Source: an optimization exercise on an open RTL-to-GDS flow (aim: small area). Production flows keep margins and buffers that such runs may drop. RTL that was checked went through simulation tests only; none was proved equivalent to the original. No functional check of the RTL was part of runs 3 to 5. Power and IR drop assume default switching activity.

==> design.v <==
module uart_tx (
    input  logic clk,
    input  logic rst_n,
    input  logic tx_start,
    input  logic data_in,
    output logic tx_busy,
    output logic tx
);
    localparam logic [8:0] BAUD_TICK = 9'b001101000;
    localparam logic [8:0] BAUD_FULL = 9'b011010001;
    logic [8:0] baud;
    logic [3:0] bit_count;
    wire        tick = baud == BAUD_TICK;
    always_ff @(posedge clk or negedge rst_n) begin
        if (!rst_n) begin
            tx_busy <= 1'b0;
            tx      <= 1'b1;
        end else if (tx_start && !tx_busy) begin
            tx_busy <= 1'b1;
        end else if (tx_busy && tick) begin
            tx <= (bit_count == 4'd1 && data_in) || bit_count == 4'd9;
            if (bit_count == 4'd9)
                tx_busy <= 1'b0;
        end
    end
    always_ff @(posedge clk) begin
        if (!tx_busy) begin
            baud      <= BAUD_FULL;
            bit_count <= 4'd0;
        end else begin
            baud <= {baud[7:0], baud[8] ^ baud[4] ^ tick};
            if (tick)
                bit_count <= bit_count + 4'd1;
        end
    end
endmodule
module uart_rx (
    input  logic clk,
    input  logic rst_n,
    input  logic rx,
    output logic data_out,
    output logic data_valid
);
    localparam logic [8:0] BAUD_TICK = 9'b001101000;
    localparam logic [8:0] BAUD_HALF = 9'b110010100;
    logic [8:0] baud;
    logic [3:0] bit_count;
    logic       rx_active;
    logic       bit0;
    wire        tick = baud == BAUD_TICK;
    always_ff @(posedge clk or negedge rst_n) begin
        if (!rst_n) begin
            rx_active  <= 1'b0;
            data_valid <= 1'b0;
        end else begin
            if (!rx_active && !rx) begin
                rx_active <= 1'b1;
            end else if (rx_active) begin
                if (tick && bit_count == 4'd9) begin
                    rx_active  <= 1'b0;
                    data_valid <= 1'b1;
                end
            end else begin
                data_valid <= 1'b0;
            end
        end
    end
    always_ff @(posedge clk) begin
        if (!rx_active) begin
            baud      <= BAUD_HALF;
            bit_count <= 4'd0;
        end else begin
            baud <= {baud[7:0], baud[8] ^ baud[4] ^ tick};
            if (tick) begin
                bit_count <= bit_count + 4'd1;
                if (bit_count == 4'd1)
                    bit0 <= rx;
                if (bit_count == 4'd9)
                    data_out <= bit0;
            end
        end
    end
endmodule
module uart_edge_detection (
    input logic clk,           
    input logic rst_n,         
    input logic uart_rx,       
    output logic uart_tx,      
    output logic led_rx,       
    output logic led_tx,       
    output logic data_ready    
);
    parameter CLOCK_FREQ = 50000000;    
    parameter BAUD_RATE  = 115200;
    parameter BAUD_DIV   = CLOCK_FREQ / BAUD_RATE;
    parameter THRESHOLD  = 4;           
    logic rx_data;             
    logic rx_done;
    logic tx_start;
    logic tx_busy;
    logic tx_data;             
    logic [17:0] line_buf;     
    logic [35:0] results;
    logic [5:0]  counter;      
    localparam logic [1:0] IDLE = 2'd0, RECEIVE = 2'd1, PROCESS = 2'd2, SEND = 2'd3;
    logic [1:0] state, next_state;
    uart_rx uart_receiver (
        .clk(clk),
        .rst_n(rst_n),
        .rx(uart_rx),
        .data_out(rx_data),
        .data_valid(rx_done)
    );
    uart_tx uart_transmitter (
        .clk(clk),
        .rst_n(rst_n),
        .tx_start(tx_start),
        .data_in(tx_data),
        .tx_busy(tx_busy),
        .tx(uart_tx)
    );
    always_ff @(posedge clk or negedge rst_n) begin
        if (!rst_n)
            state <= IDLE;
        else
            state <= next_state;
    end
    always_comb begin
        case (state)
            IDLE:      next_state = (rx_done) ? RECEIVE : IDLE;
            RECEIVE:   next_state = (counter == 6'd63 && rx_done) ? PROCESS : RECEIVE;
            PROCESS:   next_state = SEND;
            SEND:      next_state = (counter == 6'd36 && !tx_busy) ? IDLE : SEND;
            default:   next_state = IDLE;
        endcase
    end
    wire take_pixel = (state == IDLE || state == RECEIVE) && rx_done;
    wire load_byte  = (state == SEND) && !tx_busy && !tx_start;
    logic [2:0] s, c;
    assign {c[0], s[0]} = rx_data + line_buf[0] + line_buf[1];
    assign {c[1], s[1]} = line_buf[7] + line_buf[8] + line_buf[9];
    assign {c[2], s[2]} = line_buf[15] + line_buf[16] + line_buf[17];
    wire window_set = (c[0] & c[1]) | (c[0] & c[2]) | (c[1] & c[2])
                    | ((c[0] | c[1] | c[2]) & ((s[0] & s[1]) | (s[0] & s[2]) | (s[1] & s[2])));
    wire window_done = (state == RECEIVE) && rx_done && counter[2:1] != 2'b00;
    always_ff @(posedge clk) begin
        if (state == IDLE)
            counter <= {5'd0, rx_done};
        else if ((state == RECEIVE && rx_done) || load_byte)
            counter <= counter + 6'd1;
    end
    always_ff @(posedge clk) begin
        if (take_pixel)
            line_buf <= {line_buf[16:0], rx_data};
        if (window_done || load_byte)
            results <= {results[34:0], window_set};
        if (load_byte)
            tx_data <= results[35];
    end
    always_ff @(posedge clk or negedge rst_n) begin
        if (!rst_n)
            tx_start <= 1'b0;
        else
            tx_start <= load_byte || (tx_start && !tx_busy);
    end
    assign led_tx = tx_start;
    always_ff @(posedge clk or negedge rst_n) begin
        if (!rst_n) begin
            led_rx <= 1'b0;
            data_ready <= 1'b0;
        end else begin
            led_rx <= (state == RECEIVE) ? rx_done : 1'b0;
            data_ready <= (state == SEND);
        end
    end
endmodule
==> run.sh <==
#!/bin/bash
# synth_recipe.tcl (not shown) runs the flow's synth.tcl, then flattens the netlist and writes it again
# the make line also repeats each setting of config.mk as NAME=value (left out here)
make -C /OpenROAD-flow-scripts/flow DESIGN_CONFIG=/design/flow/config.mk WORK_HOME=/design/flow/orfs CLKGATE_MAP_FILE= SYNTH_SCRIPT=/design/flow/synth_recipe.tcl finish
==> config.mk <==
export PLATFORM = sky130hd
export DESIGN_NAME = uart_edge_detection
export DESIGN_NICKNAME = uart_edge_detection
export VERILOG_FILES = /design/flow/design.v
export SDC_FILE = /design/flow/constraint.sdc
export NUM_CORES = 4
export LEC_CHECK = 0
export CAP_MARGIN = 20
export CORE_MARGIN = 2
export CORE_UTILIZATION = 40
export SLEW_MARGIN = 20
==> constraint.sdc <==
create_clock -name core_clock -period 20.0 [get_ports {clk}]
set_input_delay 4.0000 -clock core_clock [delete_from_list [all_inputs] [get_ports {clk}]]
set_output_delay 4.0000 -clock core_clock [all_outputs]
set_load 0.01 [all_outputs]
==> results by group, run 1 <==
Power and ir drop
  • Leakage power: 0.00136 µW
  • PD cells: 91.6 nW/µm²
  • Max VDD drop: 0.0000440 V
  • Total power after layout: 374 µW

Global routing
  • Vias in the first global route: 1769
  • Grt total ovfl: 0
  • Total track usage: 0.119
  • Global-route wire length before repair: 9110 µm
  • Largest net degree at the start of global routing: 37
  • Antenna violations before repair: 0

Floorplan
  • Die W: 100 µm
  • Site Rows: 35
  • DIE AREA: 10000 µm²
  • Core ar.: 9110 µm²
  • I/O pin total: 7
  • Initial core utilization: 0.406
  • Die height: 100 µm

CTS
  • CTS tree: done
  • H-tree Lvls: 3
  • Worst skew pair latency: 0.35 ns
  • Clock slew at reported path FFs: 0.10 ns
  • Setup Buffers After CTS: 0
  • Root buffer cell: clkbuf_8
  • CTS Buf Count: 9
  • CTS Hold Buffers Added: 0
  • # resized after CTS: 0
  • Clk sinks: 98
  • Clock Tree Buf Depth: 2

Worst setup path
  • Buf+Inv Stages, Crit Path: 1
  • Crit. path cell count: 1
  • Worst Path Arrival: 1.42 ns
  • Peak fanout along the critical path: 2
  • Max incr delay on CP: 0.54 ns
  • R2R Setup Slk: 17.93 ns
  • Worst Path Required: 16.00 ns
  • Reg2reg path depth: 3
  • Critical R2R Launch: uart_transmitter.tx_busy
  • Crit path launch type: register
  • Worst path cell trace: clkdlybuf4s50_1
  • CP startpoint: uart_transmitter.tx
  • Worst reg2reg endpoint: results[1]
  • CP endpoint: uart_tx
  • Setup CP Type: reg -> out
  • Slowest cell on crit path: dfstp_2
  • CP top delay family: flip-flops
  • Crit. End Element: output pin

Run
  • Max cap viols: 0

Synth
  • Synth cell types: 55
  • Post-Syn Nets: 266
  • Ranking of synthesized cells by area: edfxtp_1, dfxtp_1, dfrtp_1, nand2b_1, mux2i_1
  • Syn Inst Count: 254
  • Mapped Area: 3700 µm²
  • Cell taking the most area after synthesis: edfxtp_1
  • Asr flop ratio synth: 0.0918
  • Compound-gate portion of the synthesized area: 0.0548
  • Synth warn: 3
  • Post-synthesis adder-cell area fraction: 0.0420
  • Syn_area_per_cell: 14.6 µm²
  • Post-Synth XOR/XNOR Area: 0
  • Seq cells post-synth: 98
  • Synth top area share: 0.471
  • Post-synthesis mux area share: 0.0244
  • Largest family of logic cells by synthesized area: simple AND/OR/NAND/NOR gates
  • Post-Synth Simple-Gate Area: 0.157
  • Post-synthesis sequential area ratio: 0.700
  • Prevailing post-synth register cell: edfxtp_1
  • Number of flops mapped to enable cells by yosys: 58

Final layout
  • Multi-input logic area: 1040 µm²
  • Layout area overhead: 10.5%
  • Finished Layout Cells: 380
  • Layout cells sized above 1: 0.104
  • # nets final: 276
  • Sequential Area: 2590 µm²
  • # fillers: 845
  • Final core occ: 0.448
  • # diodes: 0

Timing
  • Unrepaired setup endpoints after global routing: no
  • Hold slack: 0.422 ns
  • Fin crit share: 0.271
  • Relative slew slack: 0.625
  • Final Setup Violations: 0
  • Post-route setup TNS: 0 ns
  • Maximum clock frequency: 184 MHz
  • Final Skew: 0.00856 ns
  • Clock period minus worst slack: 5.42 ns
  • Final Hold Viols: 0
  • Fin. max-slew vios: 0
  • Worst-margin pin slew: 0.563 ns

Drt
  • Post-Route WL: 5320 µm
  • 1st-pass router iterations: 4
  • DRC viols: 0
  • Iter 0 DRT Violations: 173
  • Routed vias/inst: 5.00
  • Final ANT Viol Nets: 0
  • Routed len/inst: 14.0 µm
  • Routed vias: 1901

Placed design
  • Port bufs: 6
  • Placer congestion estimate: 0.740
  • Placed insts: 363
  • Dpl hpwl: 3340 µm

Min path
  • Hold Crit Class: reg -> reg

Run status
  • Outcome: finished clean
==> metal layers <==
metal	vias up	track usage	share of wire
met3	6	0.0376	0.032
met5	-	0	0
met2	27	0.164	0.44
met4	0	0.0474	0.012
li1	945	-	-
met1	923	0.174	0.51
==> area by class of cell <==
class / count / share of cell area
Clock inverter: 7 / 0.0147
Inverter: 10 / 0.00919
Timing Repair Buffer: 8 / 0.0233
Tap cell: 111 / 0.0340
Sequential cell: 98 / 0.634
Multi-Input combinational cell: 137 / 0.255
Clock buffer: 9 / 0.0303
==> registers in the layout, summed over array words and instances (netlist names), 2 cells and up <==
signal and flops:
uart_receiver.baud 9, uart_transmitter.baud 9, uart_transmitter.bit_count 4, line_buf 18
state 2, counter 6, results 36, uart_receiver.bit_count 4
==> worst min path at each step <==
| stage | startpoint | endpoint | slack (ns) | cells after the start |
|---|---|---|---|---|
| 4_1_cts | results[1] | results[2] | 0.43 | 0 |
| 3_5_place_dp | line_buf[6] | line_buf[7] | 0.41 | 0 |
| 2_1_floorplan | line_buf[10] | line_buf[11] | 0.40 | 0 |
| 5_1_grt | results[7] | results[8] | 0.43 | 0 |
| 3_3_place_gp | uart_receiver.bit0 | uart_receiver.data_out | 0.40 | 0 |
| 6_report | results[1] | results[2] | 0.42 | 0 |
==> cells in the mapped netlist, types with 2 or more instances <==
cell type and instances:
dfrtp_1 8, nand3_1 9, nor2b_1 3, dfxtp_1 31
nor2_1 7, nor4_1 3, or3b_1 3, inv_1 9
mux2i_1 9, edfxtp_1 58, fa_1 3, nor3_1 3
nand2b_1 15, a21o_1 3, o211ai_1 4, clkbuf_1 7
ha_1 6, and3_1 3, o21ai_0 6, and2_1 11
maj3_1 2, nand4b_1 3, nand2_1 16
==> per-stage QoR <==
| step | setup slack (ns) | cell area (µm²) |
|---|---|---|
| 5_1_grt | 14.52 | 4080 |
| 2_1_floorplan | 15.04 | 3700 |
| 3_3_place_gp | 14.97 | 3870 |
| 3_5_place_dp | 14.96 | 3870 |
| 4_1_cts | 14.54 | 4060 |
| 6_report | 14.58 | 4080 |
==> cells by family after synthesis <==
group,count (synthesis)
buf+inv,19
flops,98
compound gates,28
mux,9
simple gates,89
fa+ha+maj,11
==> cells in the final DEF (no fill, tap or decap), types with 3 or more instances in the layout <==
cell,instances
edfxtp_1,58
dfxtp_1,31
nand2_1,16
nand2b_1,15
and2_1,11
inv_1,9
nand3_1,9
mux2i_1,9
clkbuf_8,9
dfrtp_1,8
nor2_1,7
o21ai_0,6
ha_1,6
clkdlybuf4s50_1,6
o211ai_1,4
and3_1,3
nor2b_1,3
nand4b_1,3
or3b_1,3
nor3_1,3
nor4_1,3
a21o_1,3
fa_1,3
==> report_power, final <==
group	switching [µW]	internal [µW]	total (µW)
clock	70.5	47.5	118
combinational	9.03	12.1	21.2
sequential	11.9	223	235
total	91.4	283	374
==> run 2, diff against run 1 <==
--- a/config.mk
+++ b/config.mk
@@ -8,4 +8,6 @@
 export CAP_MARGIN = 20
 export CORE_MARGIN = 2
 export CORE_UTILIZATION = 40
+export CTS_CLUSTER_DIAMETER = 200
+export CTS_CLUSTER_SIZE = 40
 export SLEW_MARGIN = 20
==> run 2 against run 1 <==
Net effect: clock power about the same; cell count unchanged; via count did not move; area after synthesis did not move; largest cell class unchanged; largest power group unchanged.
==> results by group, run 2 <==
Drt
  • Routed vias/inst: 5.00
  • Metal2 WL: 2360 µm
  • Final ANT Viol Nets: 0
  • WL met1: 2730 µm
  • Uppermost routed layer: met4
  • Routed vias: 1901
  • DRC viols: 0
  • Post-Route WL: 5320 µm
  • Routed len/inst: 14.0 µm
  • 1st-pass router iterations: 4
  • Met3 WL: 168 µm
  • Iter 0 DRT Violations: 173

Timing
  • Hold slack: 0.422 ns
  • Fin. max-slew vios: 0
  • Fin crit share: 0.271
  • Final Setup Violations: 0
  • Final Hold Viols: 0
  • Unrepaired setup endpoints after global routing: no
  • Relative slew slack: 0.625
  • Setup ws final: 14.58 ns
  • Worst-margin pin slew: 0.563 ns
  • Clock period minus worst slack: 5.42 ns
  • Maximum clock frequency: 184 MHz
  • Post-route setup TNS: 0 ns
  • Final Skew: 0.00856 ns

Synth
  • Number of flops mapped to enable cells by yosys: 58
  • Syn_area_per_cell: 14.6 µm²
  • Seq cells post-synth: 98
  • Syn Inst Count: 254
  • Synth cell types: 55
  • Synth warn: 3
  • Most common cell in the synthesized netlist: edfxtp_1
  • Asr flop ratio synth: 0.0918
  • Ranking of synthesized cells by area: edfxtp_1, dfxtp_1, dfrtp_1, nand2b_1, mux2i_1
  • Post-Syn Nets: 266
  • Prevailing post-synth register cell: edfxtp_1
  • Synth top area share: 0.471
  • Post-synthesis sequential area ratio: 0.700
  • Mapped Area: 3700 µm²
  • Cell taking the most area after synthesis: edfxtp_1
  • Synth top cells by count: edfxtp_1, dfxtp_1, nand2_1

Worst setup path
  • Crit. End Element: output pin
  • Peak fanout along the critical path: 2
  • Critical R2R Launch: uart_transmitter.tx_busy
  • R2R Setup Slk: 17.93 ns
  • Slowest cell on crit path: dfstp_2
  • CP top delay family: flip-flops
  • Reg2reg path depth: 3
  • Worst Path Arrival: 1.42 ns
  • Worst path cell trace: clkdlybuf4s50_1
  • Crit path launch type: register
  • Setup CP Type: reg -> out
  • Buf+Inv Stages, Crit Path: 1
  • Worst reg2reg endpoint: results[1]
  • Worst Path Required: 16.00 ns
  • Max incr delay on CP: 0.54 ns

Global routing
  • Total track usage: 0.119
  • Vias in the first global route: 1769
  • Global-route wire length before repair: 9110 µm
  • Antenna violations before repair: 0
  • Grt total ovfl: 0
  • Largest net degree at the start of global routing: 37

Power and ir drop
  • Total power after layout: 374 µW
  • PD cells: 91.6 nW/µm²
  • Max VDD drop: 0.0000440 V
  • Leakage power: 0.00136 µW

CTS
  • Clock slew at reported path FFs: 0.10 ns
  • CTS Buf Count: 9
  • CTS Hold Buffers Added: 0
  • H-tree Lvls: 3
  • Setup Buffers After CTS: 0
  • Clock Tree Buf Depth: 2
  • Clk sinks: 98
  • # resized after CTS: 0
  • Root buffer cell: clkbuf_8
  • Worst skew pair latency: 0.35 ns
  • CTS tree: done

Placed design
  • Port bufs: 6
  • Worst slack at placement: 14.96 ns
  • Dpl hpwl: 3340 µm
  • Placer congestion estimate: 0.740

Min path
  • Hold Crit Class: reg -> reg
  • Worst Hold Path EP: results[2]
  • Hold Crit Start: results[1]
  • Cells on Worst Hold Path: 0

Final layout
  • # diodes: 0
  • Multi-input logic area: 1040 µm²
  • Layout area overhead: 10.5%
  • Sequential Area: 2590 µm²
  • # nets final: 276
  • Number of flip-flops in the largest register: 36
  • Layout cells sized above 1: 0.104
  • Most frequent cells in the layout: edfxtp_1, dfxtp_1, nand2_1
  • Most common cell after layout, fill and taps aside: edfxtp_1
  • # fillers: 845
  • Most flops, register: results
  • Biggest regs: results: 36 flops, line_buf: 18 flops

Floorplan
  • Initial core utilization: 0.406
  • Core ar.: 9110 µm²
  • Die height: 100 µm
  • Site Rows: 35
  • DIE AREA: 10000 µm²
  • Die W: 100 µm
  • I/O pin total: 7

Run
  • Max cap viols: 0

Run status
  • Outcome: finished clean
==> run 2: cell counts in the layout (fill, tap and decap cells not counted) <==
No cell type changed its count.
==> run 2: worst max path at each step <==
stage | startpoint | to | slack [ns] | cells past startpoint
CTS | uart_transmitter.tx | uart_tx | 14.54 | 1
global route | uart_transmitter.tx | uart_tx | 14.52 | 1
detailed placement | uart_transmitter.tx | uart_tx | 14.96 | 1
global placement | uart_transmitter.tx | uart_tx | 14.97 | 1
finish | uart_transmitter.tx | uart_tx | 14.58 | 1
floorplan | uart_receiver.data_valid | results[0] | 15.04 | 4
==> run 2: power breakdown <==
part           switching [µW]  leakage [µW]  internal, µW  total [µW]
Combinational            9.03      0.000381          12.1        21.2
Clock                    70.5     0.0000862          47.5         118
Sequential               11.9      0.000895           223         235
Total                    91.4       0.00136           283         374
==> run 2: layout make-up <==
cell class / instances / share of cell area
clock buffer: 9 / 0.0303
clock inverter: 7 / 0.0147
inverter: 10 / 0.00919
multi-input combinational: 137 / 0.255
sequential: 98 / 0.634
tap: 111 / 0.0340
timing repair buffer: 8 / 0.0233
==> run 2: stage by stage <==
| step | utilization | instances | cell area (µm²) |
|---|---|---|---|
| 6_report | 0.448 | 380 | 4080 |
| 5_1_grt | 0.448 | 380 | 4080 |
| 4_1_cts | 0.445 | 379 | 4060 |
| 3_5_place_dp | 0.425 | 363 | 3870 |
| 3_3_place_gp | 0.425 | 363 | 3870 |
| 2_1_floorplan | - | 254 | 3700 |
==> run 2: routing by layer <==
layer	GRT usage	vias up
li1	-	945
met1	0.174	923
met2	0.164	27
met3	0.0376	6
met4	0.0474	0
met5	0	-
==> run 2: logic make-up (layout without fill, tap and decap cells) <==
logic type | Yosys count | after routing | share of synthesized area
flip-flops | 98 | 98 | 0.700
AO/OA/AOI/OAI | 28 | 28 | 0.0548
AND/OR/NAND/NOR | 89 | 89 | 0.157
adder cells (fa/ha/maj) | 11 | 11 | 0.0420
multiplexers | 9 | 9 | 0.0244
buffers and inverters | 19 | 34 | 0.0217
==> run 3, diff against run 2 <==
--- a/design.v
+++ b/design.v
@@ -12,16 +12,12 @@
     logic [3:0] bit_count;
     wire        tick = baud == BAUD_TICK;
     always_ff @(posedge clk or negedge rst_n) begin
-        if (!rst_n) begin
+        if (!rst_n)
             tx_busy <= 1'b0;
-            tx      <= 1'b1;
-        end else if (tx_start && !tx_busy) begin
+        else if (tx_start && !tx_busy)
             tx_busy <= 1'b1;
-        end else if (tx_busy && tick) begin
-            tx <= (bit_count == 4'd1 && data_in) || bit_count == 4'd9;
-            if (bit_count == 4'd9)
-                tx_busy <= 1'b0;
-        end
+        else if (tx_busy && tick && bit_count == 4'd9)
+            tx_busy <= 1'b0;
     end
     always_ff @(posedge clk) begin
         if (!tx_busy) begin
@@ -33,6 +29,7 @@
                 bit_count <= bit_count + 4'd1;
         end
     end
+    assign tx = !tx_busy || bit_count == 4'd0 || (bit_count == 4'd2 && data_in);
 endmodule
 module uart_rx (
     input  logic clk,
==> run 3 against run 2 <==
Net effect: critical endpoint unchanged; clock skew down 0.0011 ns; still clean; critical path depth up 4; setup slack worse by 0.39 ns; register-to-register slack worse by 0.56 ns; utilization up 0.49 points; synthesized cell count down 6.3%; critical path type unchanged.
==> results by group, run 3 <==
Drt
  • Metal2 WL: 2000 µm
  • Iter 0 DRT Violations: 68
  • Uppermost routed layer: met4
  • Final ANT Viol Nets: 0
  • Met3 WL: 173 µm
  • DRC viols: 0
  • Post-Route WL: 4770 µm
  • Routed vias/inst: 4.89
  • WL met1: 2520 µm
  • Routed vias: 1764
  • 1st-pass router iterations: 4
  • Routed len/inst: 13.2 µm

Placed design
  • Area post-placement: 3750 µm²
  • Port bufs: 6
  • Placer congestion estimate: 0.731
  • Dpl hpwl: 2870 µm

Worst setup path
  • Critical R2R Launch: state[1]
  • Slowest cell on crit path: clkdlybuf4s50_1
  • Peak fanout along the critical path: 5
  • Worst Path Arrival: 1.81 ns
  • CP top delay family: buffers and inverters
  • Crit. End Element: output pin
  • Setup CP Type: reg -> out
  • Worst path cell trace: inv_1, ha_1, a21oi_1, o31ai_1, clkdlybuf4s50_1
  • Buf+Inv Stages, Crit Path: 2
  • Crit path launch type: register
  • Max incr delay on CP: 0.57 ns
  • Worst Path Required: 16.00 ns
  • CP startpoint: uart_transmitter.bit_count[0]

Synth
  • Syn_area_per_cell: 15.1 µm²
  • Post-synthesis mux area share: 0.0306
  • Seq cells post-synth: 97
  • Synth cell types: 46
  • Ranking of synthesized cells by area: edfxtp_1, dfxtp_1, dfrtp_1, mux2i_1, ha_1
  • Synth warn: 3
  • Post-Syn Nets: 252
  • Largest family of logic cells by synthesized area: simple AND/OR/NAND/NOR gates
  • Post-synthesis adder-cell area fraction: 0.0501
  • Post-Synth XOR/XNOR Area: 0
  • Compound-gate portion of the synthesized area: 0.0414
  • Synth top area share: 0.485
  • Post-Synth Simple-Gate Area: 0.143
  • Number of flops mapped to enable cells by yosys: 58
  • Asr flop ratio synth: 0.0825
  • Mapped Area: 3590 µm²
  • Most common cell in the synthesized netlist: edfxtp_1
  • Prevailing post-synth register cell: edfxtp_1
  • Syn Inst Count: 238
  • Post-synthesis sequential area ratio: 0.713
  • Synth top cells by count: edfxtp_1, dfxtp_1, nand2_1
  • Cell taking the most area after synthesis: edfxtp_1

Timing
  • Unrepaired setup endpoints after global routing: no
  • Final Setup Violations: 0
  • Final Hold Viols: 0
  • Relative slew slack: 0.492
  • Fin. max-slew vios: 0
  • Final Skew: 0.00748 ns
  • Worst-margin pin slew: 0.762 ns
  • Fin crit share: 0.291
  • Clock period minus worst slack: 5.81 ns
  • Maximum clock frequency: 172 MHz
  • Post-route setup TNS: 0 ns

Final layout
  • Layout area overhead: 9.99%
  • Most flops, register: results
  • # nets final: 262
  • # fillers: 764
  • Layout cells sized above 1: 0.107
  • # diodes: 0
  • Most common cell after layout, fill and taps aside: edfxtp_1
  • Fin area: 3950 µm²
  • Most frequent cells in the layout: edfxtp_1, dfxtp_1, nand2_1
  • Number of flip-flops in the largest register: 36
  • Biggest regs: results: 36 flops, line_buf: 18 flops

Floorplan
  • I/O pin total: 7
  • Core ar.: 8720 µm²
  • Site Rows: 34
  • DIE AREA: 9760 µm²
  • Initial core utilization: 0.412
  • Die W: 98.8 µm
  • Die height: 98.8 µm

Power and ir drop
  • Max VDD drop: 0.0000574 V
  • PD cells: 91.7 nW/µm²
  • Leakage power: 0.00140 µW

Global routing
  • Largest net degree at the start of global routing: 37
  • Global-route wire length before repair: 8370 µm
  • Vias in the first global route: 1770
  • Grt total ovfl: 0
  • Total track usage: 0.110
  • Antenna violations before repair: 0

CTS
  • Clk sinks: 97
  • Clock slew at reported path FFs: 0.09 ns
  • Clock Tree Buf Depth: 2
  • # resized after CTS: 0
  • Worst skew pair latency: 0.35 ns
  • Setup Buffers After CTS: 0
  • CTS Buf Count: 9
  • CTS Hold Buffers Added: 0
  • CTS tree: done
  • Root buffer cell: clkbuf_8
  • H-tree Lvls: 3

Min path
  • Hold Crit Class: reg -> reg
  • Hold Crit Start: results[21]

Run
  • Max cap viols: 0

Run status
  • Outcome: finished clean
==> run 3: metrics by stage <==
step           power, µW  setup slack [ns]  hold WS (ns)   util  std cells
2_1_floorplan        250             15.06         0.400      -        238
3_3_place_gp         255             14.61         0.404  0.430        344
3_5_place_dp         255             14.57         0.405  0.430        344
4_1_cts              369             14.16         0.427  0.450        360
5_1_grt              383             14.05         0.438  0.453        361
6_report             363             14.19         0.424  0.453        361
==> run 3: kinds of logic after synthesis <==
kind of cell             count (synthesis)
buffers and inverters                   16
AND/OR/NAND/NOR                         80
AO/OA/AOI/OAI                           21
multiplexers                            11
flip-flops                              97
adder cells (fa/ha/maj)                 13
==> run 3: final cells by class <==
class / count / area, µm² / share of cell area
flip-flops and latches: 97 / 2560 / 0.648
multi-input cells: 125 / 965 / 0.244
clock buffers: 11 / 141 / 0.0358
well taps: 108 / 135 / 0.0342
repair buffers: 7 / 87.6 / 0.0222
clock inverters: 5 / 31.3 / 0.00791
inverters: 8 / 30.0 / 0.00760
==> run 3: worst register-to-register path, cell delays in order, from the launching register on <==
cell      delay, ns
dfrtp_1        0.48
and2b_1        0.73
o21ai_0        0.33
a21boi_4       0.56
buf_16         0.23
==> run 3: final timing paths <==
kind | endpoint | slack (ns) | depth (start not counted)
max | uart_tx | 14.19 | 5
min | results[22] | 0.42 | 0
max reg2reg | results[17] | 17.37 | 4
min reg2reg | results[22] | 0.42 | 0
max in group asynchronous | state[0] | 15.78 | 1
min in group asynchronous | uart_transmitter.tx_busy | 3.93 | 1
==> run 3: report_power, final <==
part           internal, µW  switching (µW)  leakage, µW
Sequential              222            9.24     0.000885
Combinational          11.6            8.25     0.000428
Clock                  48.2            63.6    0.0000891
==> run 3: metal layers <==
metal / track usage / vias up
met1: 0.157 / 857
met3: 0.0390 / 8
met4: 0.0474 / 0
met2: 0.152 / 23
met5: 0 / -
li1: - / 876
==> run 4, diff against run 3 <==
--- a/config.mk
+++ b/config.mk
@@ -8,6 +8,7 @@
 export CAP_MARGIN = 20
 export CORE_MARGIN = 2
 export CORE_UTILIZATION = 40
-export CTS_CLUSTER_DIAMETER = 200
-export CTS_CLUSTER_SIZE = 40
+export CTS_BUF_LIST = sky130_fd_sc_hd__clkbuf_16
+export CTS_CLUSTER_DIAMETER = 300
+export CTS_CLUSTER_SIZE = 50
 export SLEW_MARGIN = 20
==> run 4 against run 3 <==
Net effect: final area increased by 2.3%; critical endpoint unchanged; cell count unchanged; sequential share of layout area decreased by 1.5 points.
==> results by group, run 4 <==
Final layout
  • Most common cell after layout, fill and taps aside: edfxtp_1
  • # diodes: 0
  • Layout area overhead: 12.5%
  • Number of flip-flops in the largest register: 36
  • Most flops, register: results
  • Most frequent cells in the layout: edfxtp_1, dfxtp_1, nand2_1
  • Fin area: 4040 µm²
  • Final core occ: 0.464
  • # nets final: 262
  • Biggest regs: results: 36 flops, line_buf: 18 flops
  • Layout cells sized above 1: 0.103

Drt
  • 1st-pass router iterations: 4
  • DRC viols: 0
  • Routed vias/inst: 4.87
  • Routed len/inst: 13.1 µm
  • WL met1: 2530 µm
  • Post-Route WL: 4740 µm
  • Metal2 WL: 2000 µm
  • Routed vias: 1757
  • Met3 WL: 186 µm
  • Uppermost routed layer: met4
  • Final ANT Viol Nets: 0
  • Iter 0 DRT Violations: 71

Global routing
  • Vias in the first global route: 1796
  • Total track usage: 0.110
  • Largest net degree at the start of global routing: 37
  • Antenna violations before repair: 0
  • Grt total ovfl: 0
  • Global-route wire length before repair: 8420 µm

CTS
  • CTS tree: done
  • CTS Buf Count: 9
  • Setup Buffers After CTS: 0
  • Clock Tree Buf Depth: 2
  • Root buffer cell: clkbuf_16
  • # resized after CTS: 0
  • Worst skew pair latency: 0.33 ns
  • Clk sinks: 97
  • Clock slew at reported path FFs: 0.06 ns
  • CTS Hold Buffers Added: 0
  • H-tree Lvls: 3

Power and ir drop
  • Max VDD drop: 0.0000585 V
  • PD cells: 99.5 nW/µm²
  • Leakage power: 0.00145 µW

Synth
  • Syn Inst Count: 238
  • Synth top cells by count: edfxtp_1, dfxtp_1, nand2_1
  • Seq cells post-synth: 97
  • Ranking of synthesized cells by area: edfxtp_1, dfxtp_1, dfrtp_1, mux2i_1, ha_1
  • Synth top area share: 0.485
  • Prevailing post-synth register cell: edfxtp_1
  • Compound-gate portion of the synthesized area: 0.0414
  • Cell taking the most area after synthesis: edfxtp_1
  • Post-synthesis adder-cell area fraction: 0.0501
  • Post-synthesis mux area share: 0.0306
  • Synth warn: 3
  • Post-Synth Simple-Gate Area: 0.143
  • Post-Syn Nets: 252
  • Asr flop ratio synth: 0.0825
  • Syn_area_per_cell: 15.1 µm²
  • Mapped Area: 3590 µm²
  • Most common cell in the synthesized netlist: edfxtp_1
  • Post-Synth XOR/XNOR Area: 0
  • Largest family of logic cells by synthesized area: simple AND/OR/NAND/NOR gates
  • Post-synthesis sequential area ratio: 0.713
  • Number of flops mapped to enable cells by yosys: 58
  • Synth cell types: 46

Run
  • Max cap viols: 0

Timing
  • Maximum clock frequency: 173 MHz
  • Post-route setup TNS: 0 ns
  • Final Skew: 0.00772 ns
  • Fin crit share: 0.289
  • Final Setup Violations: 0
  • Final Hold Viols: 0
  • Hold slack: 0.420 ns
  • Unrepaired setup endpoints after global routing: no
  • Setup ws final: 14.22 ns
  • Worst-margin pin slew: 0.750 ns
  • Clock period minus worst slack: 5.78 ns
  • Fin. max-slew vios: 0
  • Relative slew slack: 0.500

Floorplan
  • Die height: 98.8 µm
  • Core ar.: 8720 µm²
  • Initial core utilization: 0.412
  • Die W: 98.8 µm
  • I/O pin total: 7
  • DIE AREA: 9760 µm²
  • Site Rows: 34

Placed design
  • Placer congestion estimate: 0.731
  • Area post-placement: 3750 µm²
  • Dpl hpwl: 2870 µm
  • Port bufs: 6
  • Worst slack at placement: 14.57 ns

Run status
  • Outcome: finished clean

Worst setup path
  • Peak fanout along the critical path: 5
  • Crit path launch type: register
  • R2R Setup Slk: 17.38 ns
  • Worst Path Required: 16.00 ns
  • Setup CP Type: reg -> out
  • Crit. End Element: output pin
  • Worst Path Arrival: 1.78 ns

Min path
  • Hold Crit Class: reg -> reg
## run 4: worst paths after layout
check | depth (start not counted) | from | endpoint
worst max-delay path | 5 | uart_transmitter.bit_count[0] | uart_tx
worst min-delay path | 0 | line_buf[10] | line_buf[11]
worst max register to register | 4 | state[1] | results[19]
worst min register to register | 0 | line_buf[10] | line_buf[11]
max in group asynchronous | 1 | rst_n | state[1]
min in group asynchronous | 1 | rst_n | uart_receiver.data_valid
## run 4: layer usage
layer	vias to the layer above	GRT usage
met1	853	0.156
met3	4	0.0433
met4	0	0.0485
met5	-	0
li1	876	-
met2	24	0.149
## run 4: where the power goes
group / switching [µW] / total (µW) / internal (µW)
Combinational: 8.31 / 19.9 / 11.6
Sequential: 9.16 / 231 / 222
Clock: 68.6 / 151 / 82.9
Total: 86.1 / 403 / 316
## run 4: critical path, stage by stage (launching register included)
cell	delay [ns]
dfxtp_1	0.35
inv_1	0.11
ha_1	0.15
a21oi_1	0.06
o31ai_1	0.20
clkdlybuf4s50_1	0.57
## run 4: per-stage QoR
stage	instances	power, µW
6_report	361	403
5_1_grt	361	423
3_3_place_gp	344	255
2_1_floorplan	238	250
4_1_cts	360	409
3_5_place_dp	344	255
## run 4: cell type report
type	count	area, µm²
Inverter	8	30.0
Tap cell	108	135
Clock buffer	9	225
Clock inverter	7	38.8
Multi-Input combinational cell	125	965
Fill cell	750	4680
Timing Repair Buffer	7	87.6
Sequential cell	97	2560
## run 4: kinds of logic (layout without fill, tap and decap cells)
kind of cell / after synthesis / after routing
compound gates: 21 / 21
fa+ha+maj: 13 / 13
buf+inv: 16 / 31
flops: 97 / 97
mux: 11 / 11
simple gates: 80 / 80
==> run 5, diff against run 4 <==
--- a/config.mk
+++ b/config.mk
@@ -8,7 +8,5 @@
 export CAP_MARGIN = 20
 export CORE_MARGIN = 2
 export CORE_UTILIZATION = 40
-export CTS_BUF_LIST = sky130_fd_sc_hd__clkbuf_16
-export CTS_CLUSTER_DIAMETER = 300
-export CTS_CLUSTER_SIZE = 50
+export CTS_BUF_LIST = sky130_fd_sc_hd__clkbuf_4 sky130_fd_sc_hd__clkbuf_8
 export SLEW_MARGIN = 20
==> run 5 against run 4 <==
Net effect: still clean; setup slack lost 0.032 ns; final area shrank 2.2%; wire length grew 0.63%; global-route usage is essentially flat; area after synthesis is the same; largest cell class unchanged.
==> results by group, run 5 <==
Drt
  • Routed vias: 1764
  • Routed len/inst: 13.2 µm
  • Post-Route WL: 4770 µm
  • Routed vias/inst: 4.89
  • 1st-pass router iterations: 4
  • Iter 0 DRT Violations: 68
  • DRC viols: 0
  • Final ANT Viol Nets: 0

Placed design
  • Dpl hpwl: 2870 µm
  • Port bufs: 6
  • Placer congestion estimate: 0.731

Power and ir drop
  • Switch Pwr: 81.1 µW
  • Clock power share: 0.311
  • Sequential Power Share: 0.635
  • Internal power: 283 µW
  • Logic pwr share: 0.054
  • Max VDD drop: 0.0000563 V
  • Sw Share: 0.223
  • Leakage power: 0.00141 µW
  • PD cells: 92.0 nW/µm²

Global routing
  • Global-route wire length before repair: 8370 µm
  • Largest net degree at the start of global routing: 37
  • Vias in the first global route: 1770
  • Grt total ovfl: 0
  • Total track usage: 0.110
  • Antenna violations before repair: 0

CTS
  • H-tree Lvls: 3
  • Clock slew at reported path FFs: 0.09 ns
  • # resized after CTS: 0
  • CTS Buf Count: 9
  • Setup Buffers After CTS: 0
  • CTS Hold Buffers Added: 0
  • CTS tree: done
  • Root buffer cell: clkbuf_8
  • Clock Tree Buf Depth: 2
  • Clk sinks: 97
  • Worst skew pair latency: 0.35 ns

Floorplan
  • I/O pin total: 7
  • Core ar.: 8720 µm²
  • Die height: 98.8 µm
  • Die W: 98.8 µm
  • Site Rows: 34
  • Initial core utilization: 0.412
  • DIE AREA: 9760 µm²

Timing
  • Hold slack: 0.424 ns
  • Relative slew slack: 0.492
  • Worst-margin pin slew: 0.762 ns
  • Fin. max-slew vios: 0
  • Unrepaired setup endpoints after global routing: no
  • Final Skew: 0.00748 ns
  • Fin crit share: 0.291
  • Maximum clock frequency: 172 MHz
  • Final Hold Viols: 0
  • Clock period minus worst slack: 5.81 ns
  • Final Setup Violations: 0
  • Post-route setup TNS: 0 ns

Worst setup path
  • Crit. End Element: output pin
  • Crit path launch type: register
  • CP startpoint: uart_transmitter.bit_count[0]
  • Worst Path Required: 16.00 ns
  • Worst Path Arrival: 1.81 ns
  • Setup CP Type: reg -> out
  • Critical R2R Launch: state[1]
  • Peak fanout along the critical path: 5

Synth
  • Post-Syn Nets: 252
  • Synth cell types: 46
  • Ranking of synthesized cells by area: edfxtp_1, dfxtp_1, dfrtp_1, mux2i_1, ha_1
  • Prevailing post-synth register cell: edfxtp_1
  • Syn Inst Count: 238
  • Syn_area_per_cell: 15.1 µm²
  • Post-synthesis adder-cell area fraction: 0.0501
  • Compound-gate portion of the synthesized area: 0.0414
  • Largest family of logic cells by synthesized area: simple AND/OR/NAND/NOR gates
  • Seq cells post-synth: 97
  • Mapped Area: 3590 µm²
  • Post-Synth XOR/XNOR Area: 0
  • Synth warn: 3
  • Synth top cells by count: edfxtp_1, dfxtp_1, nand2_1
  • Asr flop ratio synth: 0.0825
  • Post-synthesis sequential area ratio: 0.713
  • Number of flops mapped to enable cells by yosys: 58
  • Post-synthesis mux area share: 0.0306
  • Synth top area share: 0.485
  • Most common cell in the synthesized netlist: edfxtp_1
  • Cell taking the most area after synthesis: edfxtp_1
  • Post-Synth Simple-Gate Area: 0.143

Final layout
  • Biggest regs: results: 36 flops, line_buf: 18 flops
  • Most frequent cells in the layout: edfxtp_1, dfxtp_1, nand2_1
  • Layout area overhead: 10.1%
  • Most common cell after layout, fill and taps aside: edfxtp_1
  • Most flops, register: results
  • Number of flip-flops in the largest register: 36
  • # fillers: 764
  • Layout cells sized above 1: 0.111
  • # nets final: 262
  • # diodes: 0

Run status
  • Outcome: finished clean

Min path
  • Hold Crit Start: results[21]
  • Hold Crit Class: reg -> reg

Run
  • Max cap viols: 0
run 5: cell count changes in the layout (fill, tap and decap cells not counted):
cell,before,now
clkbuf_4,0,1
clkinv_1,1,0
inv_1,9,8
clkbuf_8,0,10
clkbuf_16,9,0
run 5: worst max-delay path, stage by stage, from the launching register on:
cell             delay [ns]
dfxtp_1                0.36
inv_1                  0.11
ha_1                   0.15
a21oi_1                0.06
o31ai_1                0.20
clkdlybuf4s50_1        0.57
run 5: path summary, 6_finish.rpt:
| check | end | slack (ns) | depth (start not counted) |
|---|---|---|---|
| max | uart_tx | 14.19 | 5 |
| max reg2reg | results[17] | 17.37 | 4 |
| max in group asynchronous | state[0] | 15.78 | 1 |
| min reg2reg | results[22] | 0.42 | 0 |
| min | results[22] | 0.42 | 0 |
| min in group asynchronous | uart_transmitter.tx_busy | 3.93 | 1 |
run 5: kinds of logic (layout without fill, tap and decap cells):
logic type	Yosys count	after routing
fa+ha+maj	13	13
mux	11	11
compound gates	21	21
flops	97	97
simple gates	80	80
buf+inv	16	31
run 5: layout make-up:
type	instances	area (µm²)	share of cell area
Sequential cell	97	2560	0.648
Tap cell	108	135	0.0342
Clock inverter	5	31.3	0.00791
Timing Repair Buffer	7	87.6	0.0221
Inverter	8	30.0	0.00759
Multi-Input combinational cell	125	965	0.244
Clock buffer	11	145	0.0367
run 5: through the flow:
step | setup slack (ns) | cell area [µm²] | power [µW] | cells | util
4_1_cts | 14.16 | 3930 | 370 | 360 | 0.451
6_report | 14.19 | 3960 | 364 | 361 | 0.454
3_3_place_gp | 14.61 | 3750 | 255 | 344 | 0.430
3_5_place_dp | 14.57 | 3750 | 255 | 344 | 0.430
5_1_grt | 14.05 | 3960 | 384 | 361 | 0.454
2_1_floorplan | 15.06 | 3590 | 250 | 238 | -
run 5: routing by layer:
metal	vias to the layer above	wire [µm]	global-route usage
met5	-	0	0
met4	0	75	0.0474
met3	8	173	0.0390
met2	23	2000	0.152
met1	857	2520	0.157
li1	876	-	-
run 5: power groups by stage:
stage | Combinational, µW | Sequential, µW | Clock (µW)
2_1_floorplan | 16.8 | 233 | 0
5_1_grt | 23.4 | 233 | 128
6_report | 19.8 | 231 | 113
4_1_cts | 20.1 | 231 | 119
3_3_place_gp | 19.4 | 235 | 0
3_5_place_dp | 19.9 | 236 | 0
==> run 6, diff against run 5 <==
--- a/design.v
+++ b/design.v
@@ -12,12 +12,16 @@
     logic [3:0] bit_count;
     wire        tick = baud == BAUD_TICK;
     always_ff @(posedge clk or negedge rst_n) begin
-        if (!rst_n)
+        if (!rst_n) begin
             tx_busy <= 1'b0;
-        else if (tx_start && !tx_busy)
+            tx      <= 1'b1;
+        end else if (tx_start && !tx_busy) begin
             tx_busy <= 1'b1;
-        else if (tx_busy && tick && bit_count == 4'd9)
-            tx_busy <= 1'b0;
+        end else if (tx_busy && tick) begin
+            tx <= (bit_count == 4'd1 && data_in) || bit_count == 4'd9;
+            if (bit_count == 4'd9)
+                tx_busy <= 1'b0;
+        end
     end
     always_ff @(posedge clk) begin
         if (!tx_busy) begin
@@ -29,7 +33,6 @@
                 bit_count <= bit_count + 4'd1;
         end
     end
-    assign tx = !tx_busy || bit_count == 4'd0 || (bit_count == 4'd2 && data_in);
 endmodule
 module uart_rx (
     input  logic clk,
==> flow/run.sh (new file) <==
#!/bin/bash
# Layout flow: the standard.sh (standard synthesis unchanged), with
#  - the combinational logic of that synthesis re-mapped by ABC's area
#    mapper (flow/reopt.tcl); flip-flops are kept as synthesis made them;
#  - port buffers of buf_1 instead of the resizer's default pick;
#  - clock tree synthesis without dummy loads.
# Each tool's output goes to a log file here: synth_make.log, reopt_yosys.log,
# flow_make.log (ORFS also keeps per-step logs under orfs/logs).
set -euo pipefail
RES=orfs/results/$FLOW_PLATFORM/uart_edge_detection/base

bash standard.sh synth > synth_make.log 2>&1

cp $RES/1_2_yosys.v std_synth.v
export REOPT_DONT_USE="sky130_fd_sc_hd__probe_p_8 sky130_fd_sc_hd__probec_p_8 sky130_fd_sc_hd__lpflow_* sky130_fd_sc_hd__fill_*"
yosys -c flow/reopt.tcl > reopt_yosys.log 2>&1
cp reopt.v $RES/1_2_yosys.v
rm -f $RES/1_synth.odb

bash standard.sh \
  "BUFFER_PORTS_ARGS=-buffer_cell sky130_fd_sc_hd__buf_1" \
  "CTS_ARGS=-sink_clustering_enable -repair_clock_nets -dont_use_dummy_load" \
  finish > flow_make.log 2>&1
==> flow/area.abc (new file) <==
strash; dc2; dc2; dch; amap; topo; stime -c
==> flow/reopt.tcl (new file) <==
# Re-map the combinational logic of the standard synthesis for area.
# Reads std_synth.v (the standard synthesis netlist), keeps every flip-flop
# instance as it is (same name, same cell), turns the other cells back into
# logic and maps that logic again with ABC's area mapper. Writes reopt.v.
set lib $::env(FLOW_HOME)/platforms/sky130hd/lib/sky130_fd_sc_hd__tt_025C_1v80.lib
set dont_use {}
foreach c $::env(REOPT_DONT_USE) { lappend dont_use -dont_use $c }
yosys read_liberty -ignore_miss_func -ignore_miss_dir $lib
# flip-flops keep their hierarchy so that flatten and ABC leave them untouched
set flops {}
foreach m [split [exec grep -o {sky130_fd_sc_hd__e\?df[a-z0-9_]*} std_synth.v] "\n"] {
  if {[lsearch $flops $m] < 0} { lappend flops $m }
}
yosys setattr -mod -set keep_hierarchy 1 {*}$flops
yosys read_verilog std_synth.v
yosys hierarchy -top $::env(FLOW_TOP)
yosys flatten
yosys opt_clean -purge
yosys abc -liberty $lib {*}$dont_use -script flow/area.abc $::env(FLOW_TOP)
yosys opt_clean -purge
yosys hilomap -singleton -hicell sky130_fd_sc_hd__conb_1 HI -locell sky130_fd_sc_hd__conb_1 LO $::env(FLOW_TOP)
yosys insbuf -buf sky130_fd_sc_hd__buf_4 A X $::env(FLOW_TOP)
yosys opt_clean -purge
yosys stat -liberty $lib $::env(FLOW_TOP)
yosys select $::env(FLOW_TOP)
yosys write_verilog -noattr -nohex -nodec -selected reopt.v
==> standard.sh (new file) <==
#!/bin/bash
# synth_recipe.tcl (not shown) runs the flow's synth.tcl, then flattens the netlist and writes it again
# the make line also repeats each setting of config.mk as NAME=value (left out here)
make -C /OpenROAD-flow-scripts/flow DESIGN_CONFIG=/design/flow/config.mk WORK_HOME=/design/flow/orfs CLKGATE_MAP_FILE= SYNTH_SCRIPT=/design/flow/synth_recipe.tcl "${@:-finish}"
--- a/config.mk
+++ b/config.mk
@@ -8,5 +8,4 @@
 export CAP_MARGIN = 20
 export CORE_MARGIN = 2
 export CORE_UTILIZATION = 40
-export CTS_BUF_LIST = sky130_fd_sc_hd__clkbuf_4 sky130_fd_sc_hd__clkbuf_8
 export SLEW_MARGIN = 20
removed: run.sh
==> run 6 against run 5 <==
Net effect: utilization shrank 0.93 points; final area down 8.6%; non-clock buffer count is 1 higher; first-iteration DRC count grew 31%; register-to-register slack better by 0.38 ns; clock-buffer cell count down 2; largest cell class unchanged; largest power group unchanged; highest routed layer unchanged.
==> results by group, run 6 <==
Run status
  • Outcome: finished clean

Power and ir drop
  • PD cells: 105 nW/µm²
  • Max VDD drop: 0.0000420 V
  • Switch Pwr: 85.2 µW
  • Sw Share: 0.225
  • Internal power: 293 µW
  • Clock power share: 0.255
  • Sequential Power Share: 0.665
  • Logic pwr share: 0.080
  • Leakage power: 0.00120 µW

CTS
  • Clock Tree Buf Depth: 2
  • H-tree Lvls: 3
  • Setup Buffers After CTS: 0
  • Worst skew pair latency: 0.35 ns
  • Root buffer cell: clkbuf_8
  • CTS Buf Count: 9
  • Clk sinks: 98
  • Clock slew at reported path FFs: 0.08 ns
  • # resized after CTS: 0
  • CTS Hold Buffers Added: 0
  • CTS tree: done

Floorplan
  • Die height: 95.1 µm
  • DIE AREA: 9040 µm²
  • I/O pin total: 7
  • Initial core utilization: 0.408
  • Die W: 95.1 µm
  • Site Rows: 33
  • Core ar.: 8130 µm²

Final layout
  • # diodes: 0
  • Final core occ: 0.444
  • Layout area overhead: 8.90%
  • Number of flip-flops in the largest register: 36
  • # nets final: 265
  • Most flops, register: results
  • Most frequent cells in the layout: edfxtp_1, nor2_1, dfxtp_1
  • Finished Layout Cells: 365
  • Biggest regs: results: 36 flops, line_buf: 18 flops
  • Layout cells sized above 1: 0.0500
  • Most common cell after layout, fill and taps aside: edfxtp_1

Drt
  • 1st-pass router iterations: 4
  • Final ANT Viol Nets: 0
  • Routed vias/inst: 4.77
  • Post-Route WL: 4440 µm
  • DRC viols: 0
  • Iter 0 DRT Violations: 89
  • Routed vias: 1740
  • Routed len/inst: 12.2 µm

Timing
  • Relative slew slack: 0.670
  • Worst-margin pin slew: 0.491 ns
  • Fin crit share: 0.251
  • Fin. max-slew vios: 0
  • Unrepaired setup endpoints after global routing: no
  • Final Skew: 0.0170 ns
  • Maximum clock frequency: 199 MHz
  • Final Hold Viols: 0
  • Setup ws final: 14.98 ns
  • Clock period minus worst slack: 5.02 ns
  • Hold slack: 0.404 ns
  • Final Setup Violations: 0
  • Post-route setup TNS: 0 ns

Placed design
  • Dpl hpwl: 2780 µm
  • Port bufs: 6
  • Placed insts: 356
  • Placer congestion estimate: 0.784
  • Worst slack at placement: 15.35 ns

Worst setup path
  • Buf+Inv Stages, Crit Path: 1
  • Worst path cell trace: buf_1
  • R2R Setup Slk: 17.75 ns
  • Crit. path cell count: 1
  • Peak fanout along the critical path: 2
  • Slowest cell on crit path: dfstp_2
  • Worst Path Required: 16.00 ns
  • Worst Path Arrival: 1.02 ns
  • Worst reg2reg endpoint: uart_transmitter.bit_count[3]
  • Crit path launch type: register
  • CP top delay family: flip-flops
  • Setup CP Type: reg -> out
  • Critical R2R Launch: uart_transmitter.baud[5]
  • Crit. End Element: output pin
  • Reg2reg path depth: 8
  • Max incr delay on CP: 0.53 ns

Run
  • Max cap viols: 0

Min path
  • Cells on Worst Hold Path: 2
  • Hold Crit Class: reg -> reg
  • Hold Crit Start: uart_transmitter.baud[2]
  • Worst Hold Path EP: uart_transmitter.baud[3]

Global routing
  • Total track usage: 0.107
  • Largest net degree at the start of global routing: 37
  • Antenna violations before repair: 0
  • Global-route wire length before repair: 7250 µm
  • Vias in the first global route: 1562
  • Grt total ovfl: 0

Synth
  • Syn_area_per_cell: 13.7 µm²
  • Mapped Area: 3320 µm²
  • Synth warn: 3
  • Syn Inst Count: 243
  • Post-Syn Nets: 246
[run 6: final cells by class]
| type | instances | area [µm²] |
|---|---|---|
| Fill cell | 732 | 4520 |
| Inverter | 27 | 101 |
| Tap cell | 105 | 131 |
| Timing Repair Buffer | 8 | 37.5 |
| Sequential cell | 98 | 2590 |
| Multi-Input combinational cell | 118 | 632 |
| Clock buffer | 9 | 124 |
[run 6: how the worst max path moves through the flow]
stage                             start  slack (ns)       to
floorplan           uart_transmitter.tx       15.47  uart_tx
CTS                 uart_transmitter.tx       14.95  uart_tx
detailed placement  uart_transmitter.tx       15.35  uart_tx
global placement    uart_transmitter.tx       15.35  uart_tx
finish              uart_transmitter.tx       14.98  uart_tx
global route        uart_transmitter.tx       14.92  uart_tx
[run 6: through the flow]
| stage | power (µW) | instance area, µm² |
|---|---|---|
| 2_1_floorplan | 277 | 3320 |
| 3_3_place_gp | 285 | 3490 |
| 3_5_place_dp | 286 | 3490 |
| 4_1_cts | 385 | 3610 |
| 5_1_grt | 397 | 3610 |
| 6_report | 378 | 3610 |
[run 6: worst reg2reg max path, delay by kind of cell, from the launching register on]
kind | cells | cell delay, ns
and+or+nand+nor | 5 | 1.41
DFF | 1 | 0.32
buffers and inverters | 2 | 0.28
AOI/OAI and AO/OA | 1 | 0.15
[run 6: metal layers]
metal / vias to the layer above / part of all wire / track usage
met3: 9 / 0.037 / 0.0435
met4: 0 / 0.018 / 0.0507
met2: 21 / 0.41 / 0.141
li1: 898 / - / -
met5: - / 0 / 0
met1: 812 / 0.54 / 0.153
[run 6: power by group through the flow]
stage | combinational (µW) | clock, µW | sequential [µW]
6_report | 30.1 | 96.6 | 252
5_1_grt | 35.2 | 107 | 254
4_1_cts | 30.6 | 102 | 252
3_5_place_dp | 30.7 | 0 | 256
3_3_place_gp | 29.8 | 0 | 256
2_1_floorplan | 23.9 | 0 | 253
==> run 7, diff against run 6 <==
==> design.v (replaced) <==
module uart_tx (
    input  logic clk,
    input  logic rst_n,
    input  logic tx_start,
    input  logic data_in,
    output logic tx_busy,
    output logic tx
);
    localparam logic [8:0] BAUD_TICK = 9'b001101000;
    localparam logic [8:0] BAUD_FULL = 9'b011010001;
    logic [8:0] baud;
    logic [3:0] bit_count;
    wire        tick      = baud == BAUD_TICK;
    wire        line_high = bit_count[2] && bit_count[1];
    wire        last_bit  = line_high && bit_count[0];
    always_ff @(posedge clk or negedge rst_n) begin
        if (!rst_n) begin
            tx_busy <= 1'b0;
            tx      <= 1'b1;
        end else if (tx_start && !tx_busy) begin
            tx_busy <= 1'b1;
        end else if (tx_busy && tick) begin
            tx <= line_high;
            if (last_bit)
                tx_busy <= 1'b0;
        end
    end
    always_ff @(posedge clk) begin
        if (!tx_busy) begin
            baud      <= BAUD_FULL;
            bit_count <= {2'b10, data_in, 1'b1};
        end else begin
            baud <= {baud[7:0], baud[8] ^ baud[4] ^ tick};
            if (tick)
                bit_count <= {bit_count[2:0], !bit_count[3] && (bit_count[1] || !bit_count[2])};
        end
    end
endmodule
module uart_rx (
    input  logic clk,
    input  logic rst_n,
    input  logic rx,
    output logic data_out,
    output logic data_valid
);
    localparam logic [8:0] BAUD_TICK = 9'b001101000;
    localparam logic [8:0] BAUD_HALF = 9'b110010100;
    logic [8:0] baud;
    logic [3:0] bit_count;
    logic       rx_active;
    logic       bit0;
    wire        tick      = baud == BAUD_TICK;
    wire        first_bit = !bit_count[3] && !bit_count[0];
    wire        last_slot = !bit_count[1] && !bit_count[0];
    always_ff @(posedge clk or negedge rst_n) begin
        if (!rst_n) begin
            rx_active  <= 1'b0;
            data_valid <= 1'b0;
        end else begin
            if (!rx_active && !rx) begin
                rx_active <= 1'b1;
            end else if (rx_active) begin
                if (tick && last_slot) begin
                    rx_active  <= 1'b0;
                    data_valid <= 1'b1;
                end
            end else begin
                data_valid <= 1'b0;
            end
        end
    end
    always_ff @(posedge clk) begin
        if (!rx_active) begin
            baud      <= BAUD_HALF;
            bit_count <= 4'b0011;
        end else begin
            baud <= {baud[7:0], baud[8] ^ baud[4] ^ tick};
            if (tick) begin
                bit_count <= {bit_count[2:0], bit_count[3] ^ bit_count[2]};
                if (first_bit)
                    bit0 <= rx;
                if (last_slot)
                    data_out <= bit0;
            end
        end
    end
endmodule
module uart_edge_detection (
    input logic clk,           
    input logic rst_n,         
    input logic uart_rx,       
    output logic uart_tx,      
    output logic led_rx,       
    output logic led_tx,       
    output logic data_ready    
);
    logic rx_data;             
    logic rx_done;
    logic tx_start;
    logic tx_busy;
    logic [17:0] line_buf;     
    logic [35:0] results;
    logic [5:0]  counter;      
    localparam logic [1:0] IDLE = 2'd0, RECEIVE = 2'd1, FIRST = 2'd2, SEND = 2'd3;
    logic [1:0] state, next_state;
    wire sending = state == SEND || (state == FIRST && !led_rx);
    uart_rx uart_receiver (
        .clk(clk),
        .rst_n(rst_n),
        .rx(uart_rx),
        .data_out(rx_data),
        .data_valid(rx_done)
    );
    uart_tx uart_transmitter (
        .clk(clk),
        .rst_n(rst_n),
        .tx_start(tx_start),
        .data_in(results[35]),
        .tx_busy(tx_busy),
        .tx(uart_tx)
    );
    always_ff @(posedge clk or negedge rst_n) begin
        if (!rst_n)
            state <= IDLE;
        else
            state <= next_state;
    end
    always_comb begin
        case (state)
            IDLE:      next_state = (rx_done) ? RECEIVE : IDLE;
            RECEIVE:   next_state = (counter == 6'd63 && rx_done) ? FIRST : RECEIVE;
            FIRST:     next_state = led_rx ? FIRST : SEND;
            SEND:      next_state = (counter == 6'd36 && !tx_busy) ? IDLE : SEND;
            default:   next_state = IDLE;
        endcase
    end
    wire take_pixel = (state == IDLE || state == RECEIVE) && rx_done;
    wire load_byte  = sending && !tx_busy && !tx_start;
    wire tx_takes   = tx_start && !tx_busy;
    logic [2:0] s, c;
    assign {c[0], s[0]} = rx_data + line_buf[0] + line_buf[1];
    assign {c[1], s[1]} = line_buf[7] + line_buf[8] + line_buf[9];
    assign {c[2], s[2]} = line_buf[15] + line_buf[16] + line_buf[17];
    wire window_set = (c[0] & c[1]) | (c[0] & c[2]) | (c[1] & c[2])
                    | ((c[0] | c[1] | c[2]) & ((s[0] & s[1]) | (s[0] & s[2]) | (s[1] & s[2])));
    wire window_done = (state == RECEIVE) && rx_done && counter[2:1] != 2'b00;
    always_ff @(posedge clk) begin
        if (state == IDLE)
            counter <= {5'd0, rx_done};
        else if ((state == RECEIVE && rx_done) || load_byte)
            counter <= counter + 6'd1;
    end
    always_ff @(posedge clk) begin
        if (take_pixel)
            line_buf <= {line_buf[16:0], rx_data};
        if (window_done || tx_takes)
            results <= {results[34:0], window_set};
    end
    always_ff @(posedge clk or negedge rst_n) begin
        if (!rst_n)
            tx_start <= 1'b0;
        else
            tx_start <= load_byte || (tx_start && !tx_busy);
    end
    always_ff @(posedge clk or negedge rst_n) begin
        if (!rst_n)
            led_rx <= 1'b0;
        else
            led_rx <= (state == RECEIVE) ? rx_done : 1'b0;
    end
    assign led_tx = tx_start;
    assign data_ready = state == SEND || (state == IDLE && tx_start);
endmodule
==> run 7 against run 6 <==
Net effect: still clean on timing, DRC and antenna; critical path depth rose by 3; power rose by 34%; area after synthesis fell by 3.1%; critical endpoint is now data_ready; largest cell class unchanged.
==> results by group, run 7 <==
Placed design
  • Port bufs: 6
  • Dpl hpwl: 2890 µm
  • Worst slack at placement: 14.72 ns
  • Placer congestion estimate: 0.750

Final layout
  • Layout area overhead: 9.10%
  • Number of flip-flops in the largest register: 36
  • Final core occ: 0.452
  • Most common cell after layout, fill and taps aside: edfxtp_1
  • Most frequent cells in the layout: edfxtp_1, nor2_1, dfxtp_1
  • Most flops, register: results
  • Layout cells sized above 1: 0.0520
  • # nets final: 255
  • Biggest regs: results: 36 flops, line_buf: 18 flops
  • # diodes: 0

Timing
  • Unrepaired setup endpoints after global routing: no
  • Clock period minus worst slack: 5.61 ns
  • Hold slack: 0.410 ns
  • Final Skew: 0.0113 ns
  • Maximum clock frequency: 178 MHz
  • Relative slew slack: 0.672
  • Fin. max-slew vios: 0
  • Worst-margin pin slew: 0.491 ns
  • Post-route setup TNS: 0 ns
  • Setup ws final: 14.39 ns
  • Fin crit share: 0.280
  • Final Setup Violations: 0
  • Final Hold Viols: 0

CTS
  • CTS tree: done
  • Setup Buffers After CTS: 0
  • CTS Hold Buffers Added: 0
  • CTS Buf Count: 9
  • Worst skew pair latency: 0.36 ns
  • Root buffer cell: clkbuf_8
  • Clock Tree Buf Depth: 2
  • Clk sinks: 96
  • # resized after CTS: 0
  • H-tree Lvls: 3
  • Clock slew at reported path FFs: 0.08 ns

Floorplan
  • DIE AREA: 8780 µm²
  • Site Rows: 32
  • Die W: 93.7 µm
  • Initial core utilization: 0.414
  • Die height: 93.7 µm
  • Core ar.: 7770 µm²
  • I/O pin total: 7

Drt
  • Routed len/inst: 12.8 µm
  • Iter 0 DRT Violations: 61
  • Routed vias: 1707
  • Routed vias/inst: 4.85
  • Post-Route WL: 4500 µm
  • DRC viols: 0
  • 1st-pass router iterations: 4
  • Final ANT Viol Nets: 0

Worst setup path
  • Crit. End Element: output pin
  • Crit path launch type: register
  • Worst Path Required: 16.00 ns
  • Setup CP Type: reg -> out
  • Worst Path Arrival: 1.61 ns
  • Peak fanout along the critical path: 8

Synth
  • Syn_area_per_cell: 13.8 µm²
  • Mapped Area: 3220 µm²
  • Synth warn: 3
  • Syn Inst Count: 233
  • Post-Syn Nets: 236

Power and ir drop
  • Max VDD drop: 0.0000521 V
  • Total power after layout: 509 µW
  • PD cells: 145 nW/µm²
  • Leakage power: 0.00120 µW

Min path
  • Hold Crit Class: reg -> reg

Global routing
  • Largest net degree at the start of global routing: 37
  • Antenna violations before repair: 0
  • Total track usage: 0.120
  • Grt total ovfl: 0
  • Global-route wire length before repair: 7830 µm
  • Vias in the first global route: 1682

Run
  • Max cap viols: 0

Run status
  • Outcome: finished clean
-- run 7: power breakdown --
group,internal (µW),switching (µW)
registers,301,32.8
clock network,40.4,55.7
logic,26.8,51.7
total,368,140
-- run 7: final cells by class --
cell class / instances / area [µm²]
repair buffers: 8 / 37.5
flip-flops and latches: 96 / 2540
fillers: 717 / 4260
inverters: 26 / 97.6
well taps: 102 / 128
multi-input cells: 111 / 579
clock buffers: 9 / 124
-- run 7: final timing paths --
check | slack, ns | startpoint | cells past startpoint | to
worst max-delay path | 14.39 | state[1] | 4 | data_ready
worst min-delay path | 0.41 | results[25] | 0 | results[26]
worst max register to register | 17.95 | state[1] | 8 | counter[5]
worst min register to register | 0.41 | results[25] | 0 | results[26]
max in group asynchronous | 16.07 | rst_n | 1 | uart_transmitter.tx
min in group asynchronous | 3.58 | rst_n | 1 | uart_receiver.rx_active
-- run 7: critical path: stages, from the launching register on --
cell	delay (ns)
dfrtp_1	0.42
nor2_1	0.19
clkinv_1	0.23
o21ai_0	0.25
buf_1	0.17
-- run 7: per-layer routing --
| layer | vias to the layer above | global-route usage | share of wire |
|---|---|---|---|
| li1 | 868 | - | - |
| met4 | 0 | 0.0688 | 0.022 |
| met1 | 811 | 0.162 | 0.51 |
| met3 | 10 | 0.0409 | 0.035 |
| met5 | - | 0 | 0 |
| met2 | 18 | 0.167 | 0.43 |
-- run 7: per-stage QoR --
step                instances  instance area (µm²)
detailed placement        343                 3390
floorplan                 233                 3220
CTS                       352                 3510
global placement          343                 3390
global route              352                 3510
finish                    352                 3510

-- what the ideal ports hide --
How much do the figures lean on ideal ports? The routed layouts below were timed once more, with nothing changed but the port constraints. Step 1, drivers: a clkbuf_16 drives clk and a buf_2 each remaining input, both assumed. Step 2, shift: input delay + t, output delay - t, t = (earliest + latest rising clock arrival at the registers) / 2. This alone moves slack from input paths to output paths. Three values: ideal, step 1, step 2; two values: the first two.
run	shift t [ns]	setup WS [ns]	hold slack, ns	slew at the worst register clock pin (ns)	worst data-port slew with drivers (ns)
run 1	0.378	14.578 / 14.549 / 14.926	0.422 / 0.422 / 0.422	0.10 / 0.10	0.03
run 2	0.378	14.578 / 14.549 / 14.926	0.422 / 0.422 / 0.422	0.10 / 0.10	0.03
run 3	0.376	14.188 / 14.160 / 14.536	0.424 / 0.424 / 0.424	0.09 / 0.09	0.03
run 4	0.362	14.220 / 14.185 / 14.548	0.420 / 0.420 / 0.420	0.07 / 0.07	0.03
run 5	0.376	14.188 / 14.160 / 14.536	0.424 / 0.424 / 0.424	0.09 / 0.09	0.03
run 6	0.369	14.979 / 14.952 / 15.321	0.404 / 0.404 / 0.404	0.09 / 0.09	0.03
run 7	0.379	14.391 / 14.362 / 14.741	0.410 / 0.410 / 0.410	0.08 / 0.08	0.03
After both steps every run listed still meets setup and hold.
